This design comes from an exercise in tuning for small area and a short achievable clock period on the open sky130 flow, not from production work.
RTL that was checked went through simulation tests only; none was proved equivalent to the original.
The flow treats the clock pin as an ideal source. Dropping or thinning the clock tree relies on that and would not hold on a real chip.
Power is estimated from default activity; no workload was simulated.

==> ember <==
==> flow/design.v <==
module fifo_top (
    input         clk,
    input         rst,         
    input  [63:0] inputs,
    input         in_vld,
    output        fifo_rdy,
    output [63:0] outputs,
    output        fifo_vld,
    input         mac_rdy
  );
  fifo #(.WORD_L(8), .DEPTH(8), .PORT_L(8)) u_fifo (
    .clk      (clk),
    .rst      (rst),
    .inputs   (inputs),
    .in_vld   (in_vld),
    .fifo_rdy (fifo_rdy),
    .outputs  (outputs),
    .fifo_vld (fifo_vld),
    .mac_rdy  (mac_rdy)
  );
endmodule

module fifo #(parameter WORD_L= 8, DEPTH= 8, PORT_L= 8) (
    input                                   clk,
    input                                   rst,
    input [PORT_L - 1 : 0] [WORD_L -1 : 0]  inputs,
    input                                   in_vld,
    output                                  fifo_rdy,
    output [PORT_L - 1 : 0] [WORD_L -1 : 0] outputs,
    output                                  fifo_vld,
    input                                   mac_rdy
  );
  localparam W = PORT_L * WORD_L;
  localparam M = DEPTH - 1;                 
  localparam S = DEPTH + 1 + 2 * M;         
  logic [M-1:0][W-1:0] mem;
  logic [W-1:0]        out_q;
  logic [M-1:0]        wr_oh;               
  logic [M-1:0]        rsel;                
  logic [DEPTH-1:0]    lvl;                 
  logic                rdy_q;               
  logic [W-1:0]        head;
  function automatic logic [S-1:0] next_ctrl(
      input logic iv, input logic mr, input logic [DEPTH-1:0] lvl,
      input logic rdy_q, input logic [M-1:0] wr_oh, input logic [M-1:0] rsel);
    logic             wr_en, rd_en, inc, dec, to_mem, from_mem;
    logic [DEPTH-1:0] l_n;
    logic [M-1:0]     w_n, r, r_n;
    wr_en    = iv & rdy_q;
    rd_en    = mr & lvl[0];
    inc      = wr_en & ~rd_en;
    dec      = rd_en & ~wr_en;
    to_mem   = wr_en & (lvl[1] | (lvl[0] & ~mr));
    from_mem = mr & lvl[1];
    for (int i = 0; i < DEPTH; i++) begin
      if (inc)      l_n[i] = (i == 0) ? 1'b1 : lvl[i-1];
      else if (dec) l_n[i] = (i == DEPTH-1) ? 1'b0 : lvl[i+1];
      else          l_n[i] = lvl[i];
    end
    r   = lvl[1] ? rsel : wr_oh;
    w_n = to_mem   ? {wr_oh[M-2:0], wr_oh[M-1]} : wr_oh;
    r_n = from_mem ? {r[M-2:0], r[M-1]} : r;
    next_ctrl = {l_n, ~l_n[DEPTH-1], w_n, (l_n[1] ? r_n : {M{1'b0}})};
  endfunction
  logic [S-1:0] n00, n01, n10, n11;
  assign n00 = next_ctrl(1'b0, 1'b0, lvl, rdy_q, wr_oh, rsel);
  assign n01 = next_ctrl(1'b0, 1'b1, lvl, rdy_q, wr_oh, rsel);
  assign n10 = next_ctrl(1'b1, 1'b0, lvl, rdy_q, wr_oh, rsel);
  assign n11 = next_ctrl(1'b1, 1'b1, lvl, rdy_q, wr_oh, rsel);
  assign fifo_rdy = rdy_q;
  assign fifo_vld = lvl[0];
  assign outputs  = out_q;
  always_ff @(posedge clk) begin
    if (!rst)
      {lvl, rdy_q, wr_oh, rsel} <= {{DEPTH{1'b0}}, 1'b1, M'(1), {M{1'b0}}};
    else
      {lvl, rdy_q, wr_oh, rsel} <= mac_rdy ? (in_vld ? n11 : n01)
                                           : (in_vld ? n10 : n00);
  end
  always_comb begin
    head = inputs & {W{~lvl[1]}};
    for (int k = 0; k < M; k++)
      head = head | (mem[k] & {W{rsel[k]}});
  end
  always_ff @(posedge clk) begin
    for (int k = 0; k < M; k++)
      if (wr_oh[k] & rdy_q) mem[k] <= inputs;
  end
  always_ff @(posedge clk)
    if (mac_rdy | ~lvl[0]) out_q <= head;
endmodule
==> flow/flow/run.sh <==
#!/bin/bash
# Standard layout (the standard.sh, standard synthesis unchanged) with
# three changes:
#  - port buffers are buf_2 cells instead of the slow clkdlybuf4s50_1 that
#    buffer_ports picks by default;
#  - after global placement, flow/outff.tcl moves each flip-flop that drives
#    an output port buffer next to that buffer (detailed placement legalizes);
#  - the clock tree is a balanced two-level inverter tree built by
#    flow/mycts.tcl in place of clock_tree_synthesis.
set -euo pipefail
export MYCTS_LEAF_SIZE=20
export MYCTS_MID=4
export MYCTS_BUF=sky130_fd_sc_hd__clkinv_8
export MYCTS_MIDBUF=sky130_fd_sc_hd__clkinv_16
bash standard.sh \
  "BUFFER_PORTS_ARGS=-buffer_cell sky130_fd_sc_hd__buf_2" \
  "POST_GLOBAL_PLACE_TCL=$PWD/flow/outff.tcl" \
  "PRE_CTS_TCL=$PWD/flow/mycts.tcl" \
  finish > standard.log 2>&1
==> flow/flow/mycts.tcl <==
# Two-level clock tree built by hand, used in place of clock_tree_synthesis.
# The clock port drives a few mid buffers; each drives leaf buffers placed at
# the centroids of k-means clusters of the flip-flops; every flip-flop is
# driven by a leaf buffer. Cells and cluster sizes come from MYCTS_* variables.

proc kmeans {pts k iters} {
  # pts: list of {x y}; returns list of cluster index per point
  set n [llength $pts]
  set cent {}
  # seed: points spread along sorted order
  set sorted [lsort -real -index 0 $pts]
  for {set i 0} {$i < $k} {incr i} {
    lappend cent [lindex $sorted [expr {int(($i + 0.5) * $n / $k)}]]
  }
  set asg [lrepeat $n 0]
  for {set it 0} {$it < $iters} {incr it} {
    set asg {}
    foreach p $pts {
      lassign $p x y
      set best 0; set bd 1e30
      set c 0
      foreach q $cent {
        lassign $q cx cy
        set d [expr {($x-$cx)*($x-$cx) + ($y-$cy)*($y-$cy)}]
        if {$d < $bd} { set bd $d; set best $c }
        incr c
      }
      lappend asg $best
    }
    set sx [lrepeat $k 0.0]; set sy [lrepeat $k 0.0]; set sn [lrepeat $k 0]
    foreach p $pts a $asg {
      lassign $p x y
      lset sx $a [expr {[lindex $sx $a] + $x}]
      lset sy $a [expr {[lindex $sy $a] + $y}]
      lset sn $a [expr {[lindex $sn $a] + 1}]
    }
    set new {}
    for {set c 0} {$c < $k} {incr c} {
      if {[lindex $sn $c] > 0} {
        lappend new [list [expr {[lindex $sx $c] / [lindex $sn $c]}] [expr {[lindex $sy $c] / [lindex $sn $c]}]]
      } else {
        lappend new [lindex $cent $c]
      }
    }
    set cent $new
  }
  return [list $asg $cent]
}

proc balance {pts cent cap} {
  # Assign each point to a cluster with room left, nearest pairs first.
  set pairs {}
  set i 0
  foreach p $pts {
    lassign $p x y
    set c 0
    foreach q $cent {
      lassign $q cx cy
      lappend pairs [list [expr {abs($x-$cx) + abs($y-$cy)}] $i $c]
      incr c
    }
    incr i
  }
  set asg [lrepeat [llength $pts] -1]
  set room [lrepeat [llength $cent] $cap]
  foreach pr [lsort -real -index 0 $pairs] {
    lassign $pr d i c
    if {[lindex $asg $i] >= 0 || [lindex $room $c] <= 0} continue
    lset asg $i $c
    lset room $c [expr {[lindex $room $c] - 1}]
  }
  return $asg
}

proc centroids {pts asg k} {
  set sx [lrepeat $k 0.0]; set sy [lrepeat $k 0.0]; set sn [lrepeat $k 0]
  foreach p $pts a $asg {
    lassign $p x y
    lset sx $a [expr {[lindex $sx $a] + $x}]
    lset sy $a [expr {[lindex $sy $a] + $y}]
    lset sn $a [expr {[lindex $sn $a] + 1}]
  }
  set cent {}
  for {set c 0} {$c < $k} {incr c} {
    set m [expr {max(1, [lindex $sn $c])}]
    lappend cent [list [expr {[lindex $sx $c] / $m}] [expr {[lindex $sy $c] / $m}]]
  }
  return $cent
}

proc inst_center {inst} {
  set b [$inst getBBox]
  return [list [expr {([$b xMin] + [$b xMax]) / 2.0}] [expr {([$b yMin] + [$b yMax]) / 2.0}]]
}

proc my_clock_tree {} {
  set leaf_size [expr {[info exists ::env(MYCTS_LEAF_SIZE)] ? $::env(MYCTS_LEAF_SIZE) : 32}]
  set nmid [expr {[info exists ::env(MYCTS_MID)] ? $::env(MYCTS_MID) : 4}]
  set bufname [expr {[info exists ::env(MYCTS_BUF)] ? $::env(MYCTS_BUF) : "sky130_fd_sc_hd__clkbuf_16"}]
  set block [ord::get_db_block]
  set master [[ord::get_db] findMaster $bufname]
  set midname [expr {[info exists ::env(MYCTS_MIDBUF)] ? $::env(MYCTS_MIDBUF) : $bufname}]
  set mmaster [[ord::get_db] findMaster $midname]
  set clk [$block findNet clk]
  set sinks {}
  set pts {}
  foreach it [$clk getITerms] {
    lappend sinks $it
    lappend pts [inst_center [$it getInst]]
  }
  set n [llength $sinks]
  set k [expr {int(ceil(double($n) / $leaf_size))}]
  puts "mycts: $n sinks, $k leaf buffers, $nmid mid buffers"
  lassign [kmeans $pts $k 30] asg cent
  set cap [expr {int(ceil(double($n) / $k))}]
  for {set r 0} {$r < 8} {incr r} {
    set asg [balance $pts $cent $cap]
    set cent [centroids $pts $asg $k]
  }
  # leaves
  set leaves {}
  for {set c 0} {$c < $k} {incr c} {
    set inst [odb::dbInst_create $block $master "clkbuf_leaf_${c}_clk"]
    set net [odb::dbNet_create $block "clknet_leaf_${c}_clk"]
    $net setSigType CLOCK
    [$inst getFirstOutput] connect $net
    lassign [lindex $cent $c] x y
    $inst setLocation [expr {int($x)}] [expr {int($y)}]
    $inst setPlacementStatus PLACED
    lappend leaves $inst
  }
  foreach it $sinks a $asg {
    $it disconnect
    $it connect [$block findNet "clknet_leaf_${a}_clk"]
  }
  # mids
  lassign [kmeans $cent $nmid 30] masg mcent
  for {set m 0} {$m < $nmid} {incr m} {
    set inst [odb::dbInst_create $block $mmaster "clkbuf_mid_${m}_clk"]
    set net [odb::dbNet_create $block "clknet_mid_${m}_clk"]
    $net setSigType CLOCK
    [$inst getFirstOutput] connect $net
    [$inst findITerm A] connect $clk
    lassign [lindex $mcent $m] x y
    $inst setLocation [expr {int($x)}] [expr {int($y)}]
    $inst setPlacementStatus PLACED
  }
  foreach leaf $leaves a $masg {
    [$leaf findITerm A] connect [$block findNet "clknet_mid_${a}_clk"]
  }
  $clk setSigType CLOCK
  catch {global_connect}
  set_propagated_clock [all_clocks]
  puts "mycts: done"
}

if {[info commands orig_clock_tree_synthesis] == ""} {
  rename clock_tree_synthesis orig_clock_tree_synthesis
  proc clock_tree_synthesis {args} { my_clock_tree }
}
==> flow/flow/outff.tcl <==
# After global placement: move each flip-flop that drives an output port's
# buffer next to that buffer, so the flop's output wire is short. Detailed
# placement legalizes the moved cells afterwards.
proc move_output_flops {} {
  set block [ord::get_db_block]
  set die [$block getDieArea]
  set cx [expr {([$die xMin] + [$die xMax]) / 2.0}]
  set cy [expr {([$die yMin] + [$die yMax]) / 2.0}]
  set step [expr {[info exists ::env(OUTFF_STEP_UM)] ? $::env(OUTFF_STEP_UM) : 6.0}]
  set step [expr {$step * [$block getDbUnitsPerMicron]}]
  set moved 0
  foreach bt [$block getBTerms] {
    if {[$bt getIoType] != "OUTPUT"} continue
    set net [$bt getNet]
    if {$net == "NULL"} continue
    set buf ""
    foreach it [$net getITerms] {
      if {[$it isOutputSignal]} { set buf [$it getInst] }
    }
    if {$buf == ""} continue
    set ff ""
    foreach it [$buf getITerms] {
      if {[$it isInputSignal]} {
        set n [$it getNet]
        if {$n == "NULL"} continue
        foreach j [$n getITerms] {
          if {[$j isOutputSignal] && [[[$j getInst] getMaster] isSequential]} { set ff [$j getInst] }
        }
      }
    }
    if {$ff == ""} continue
    lassign [$buf getLocation] bx by
    set dx [expr {$cx - $bx}]; set dy [expr {$cy - $by}]
    set d [expr {hypot($dx, $dy)}]
    if {$d < 1} continue
    set x [expr {int($bx + $step * $dx / $d)}]
    set y [expr {int($by + $step * $dy / $d)}]
    $ff setLocation $x $y
    incr moved
  }
  puts "outff: moved $moved output flip-flops next to their port buffers"
}
move_output_flops
==> flow/standard.sh <==
#!/bin/bash
# synth_recipe.tcl (not shown) runs the flow's synth.tcl, then flattens the netlist and writes it again
# the make line also repeats each setting of config.mk as NAME=value (left out here)
make -C /OpenROAD-flow-scripts/flow DESIGN_CONFIG=/design/flow/config.mk WORK_HOME=/design/flow/orfs CLKGATE_MAP_FILE= SYNTH_SCRIPT=/design/flow/synth_recipe.tcl "${@:-finish}"
==> flow/config.mk <==
export PLATFORM = sky130hd
export DESIGN_NAME = fifo_top
export DESIGN_NICKNAME = fifo_top
export VERILOG_FILES = /design/flow/design.v
export SDC_FILE = /design/flow/constraint.sdc
export NUM_CORES = 4
export LEC_CHECK = 0
export CAP_MARGIN = 20
export CORE_MARGIN = 2
export CORE_UTILIZATION = 60
export SETUP_SLACK_MARGIN = 2.85
export SLEW_MARGIN = 20
==> flow/constraint.sdc <==
create_clock -name core_clock -period 4.5 [get_ports {clk}]
set_input_delay 0.9000 -clock core_clock [delete_from_list [all_inputs] [get_ports {clk}]]
set_output_delay 0.9000 -clock core_clock [all_outputs]
set_load 0.01 [all_outputs]
==> cedar (differences from ember) <==
==> flow/design.v, changed modules only <==
module fifo #(parameter WORD_L= 8, DEPTH= 8, PORT_L= 8) (
    input                                   clk,
    input                                   rst,
    input [PORT_L - 1 : 0] [WORD_L -1 : 0]  inputs,
    input                                   in_vld,
    output                                  fifo_rdy,
    output [PORT_L - 1 : 0] [WORD_L -1 : 0] outputs,
    output                                  fifo_vld,
    input                                   mac_rdy
  );
  localparam W = PORT_L * WORD_L;
  localparam M = DEPTH - 1;                 
  logic [M-1:0][W-1:0] mem;
  logic [W-1:0]        out_q;
  logic [M-1:0]        wr_oh;               
  logic [M-1:0]        rsel;                
  logic [DEPTH-1:0]    lvl;                 
  logic                rdy_q;               
  logic [M-1:0]        we_q;                
  logic                wr_en, rd_en, inc, dec, load, to_mem, from_mem;
  logic [DEPTH-1:0]    lvl_n;
  logic [M-1:0]        wr_oh_n, rd_oh, rd_oh_n;
  logic [W-1:0]        head;
  assign fifo_rdy = rdy_q;
  assign fifo_vld = lvl[0];
  assign outputs  = out_q;
  assign wr_en    = in_vld  & rdy_q;
  assign rd_en    = mac_rdy & lvl[0];
  assign inc      = wr_en & ~rd_en;
  assign dec      = rd_en & ~wr_en;
  assign load     = mac_rdy | ~lvl[0];
  assign from_mem = mac_rdy & lvl[1];       
  assign to_mem   = wr_en & (lvl[1] | (lvl[0] & ~mac_rdy));
  always_comb begin
    for (int i = 0; i < DEPTH; i++) begin
      if (inc)      lvl_n[i] = (i == 0) ? 1'b1 : lvl[i-1];
      else if (dec) lvl_n[i] = (i == DEPTH-1) ? 1'b0 : lvl[i+1];
      else          lvl_n[i] = lvl[i];
    end
  end
  assign rd_oh   = lvl[1] ? rsel : wr_oh;
  assign wr_oh_n = to_mem   ? {wr_oh[M-2:0], wr_oh[M-1]} : wr_oh;
  assign rd_oh_n = from_mem ? {rd_oh[M-2:0], rd_oh[M-1]} : rd_oh;
  always_ff @(posedge clk) begin
    if (!rst) begin
      lvl   <= '0;
      rdy_q <= 1'b1;
      wr_oh <= M'(1);
      we_q  <= M'(1);
      rsel  <= '0;
    end else begin
      lvl   <= lvl_n;
      rdy_q <= ~lvl_n[DEPTH-1];
      wr_oh <= wr_oh_n;
      we_q  <= lvl_n[DEPTH-1] ? '0 : wr_oh_n;
      rsel  <= lvl_n[1] ? rd_oh_n : '0;
    end
  end
  always_comb begin
    head = inputs & {W{~lvl[1]}};
    for (int k = 0; k < M; k++)
      head = head | (mem[k] & {W{rsel[k]}});
  end
  always_ff @(posedge clk) begin
    for (int k = 0; k < M; k++)
      if (we_q[k]) mem[k] <= inputs;
  end
  always_ff @(posedge clk)
    if (load) out_q <= head;
endmodule
--- a/flow/flow/run.sh
+++ b/flow/flow/run.sh
@@ -10,3 +10,3 @@
 set -euo pipefail
-export MYCTS_LEAF_SIZE=20
+export MYCTS_LEAF_SIZE=16
 export MYCTS_MID=4
==> comparison <==
- Between ember and cedar, the lower final area is in cedar (gap about 0.43%, measured against cedar).
- In ember the utilization is lower than in cedar, by 0.24 points.
- Routed wire length: ember is larger than cedar (about 5%).
- Flip-flop and latch count: cedar is higher than ember (7).
- In total power, cedar and ember hardly differ.
- Sequential power is about the same in ember and cedar.
- Between ember and cedar, the lower critical path depth is in ember (gap 5).
- Synthesized cell count: ember is higher than cedar (3.6%).
- Against cedar, the hold slack of ember is higher by 96 ps.
==> figures <==
	cedar	ember
Die footprint	33300 um^2	33800 um^2
Fraction of power consumed by the clock network	25.8%	23.4%
Fin cells	1570	1616
Leakage power	6.95 nW	7.01 nW
Worst Slack Setup Final	2640 ps	2810 ps
Fraction of synthesized cell area taken by the top area cell type	80.4%	79.3%
Share of layout cells above drive strength 1	23.4%	24.0%
Clock latency on the worst-skew pair	300 ps	240 ps
Combinational cell fraction of total power	6.0%	8.5%
Worst R2R Start	u_fifo.rsel[6]	u_fifo.rdy_q
Result of the run	timing/DRC/antenna clean	timing/DRC/antenna clean
Met3 Use GR	2.65%	3.86%
Cell internal power dissipation	0.00626 W	0.00627 W
Kind of start point of the critical path	input pin	register
Number of logic inverters in the finished layout	43	36
Launch point of the worst hold path	u_fifo.mem[389]	u_fifo.mem[31]
Number of sequential storage elements	542	535
Power Dens Cells	389 nW/um^2	388 nW/um^2
Via count of the first global-routing pass	10200	10400
Number of iterations in the first detailed-routing pass	5	6
No functional check of the RTL was part of ember. In every run of this note, the design's own scripts or RTL, not TritonCTS, make the clock network.

==> what the ideal ports hide <==
How much do the figures lean on ideal ports? The routed layouts below were timed once more, with nothing changed but the port constraints.
Step 1 sets driving cells, clkbuf_16 on the clock port and buf_2 on the other inputs (assumed; they add their load-dependent delay and slew).
Step 2 also shifts input and output timing later by t, the mid clock arrival at the registers, as if the neighbouring blocks saw the same clock.
Three values: ideal, step 1, step 2; two values: the first two.
run	shift t [ns]	slack for setup (ns)	pins driven straight from the clock port
ember	0.439	2.811 / 2.571 / 2.522	4
cedar	0.490	2.637 / 2.495 / 2.358	4
After both steps every run listed still meets setup and hold. For ember, which loses most, drivers alone change the setup slack by -0.240 ns; drivers and shift together by -0.289 ns.
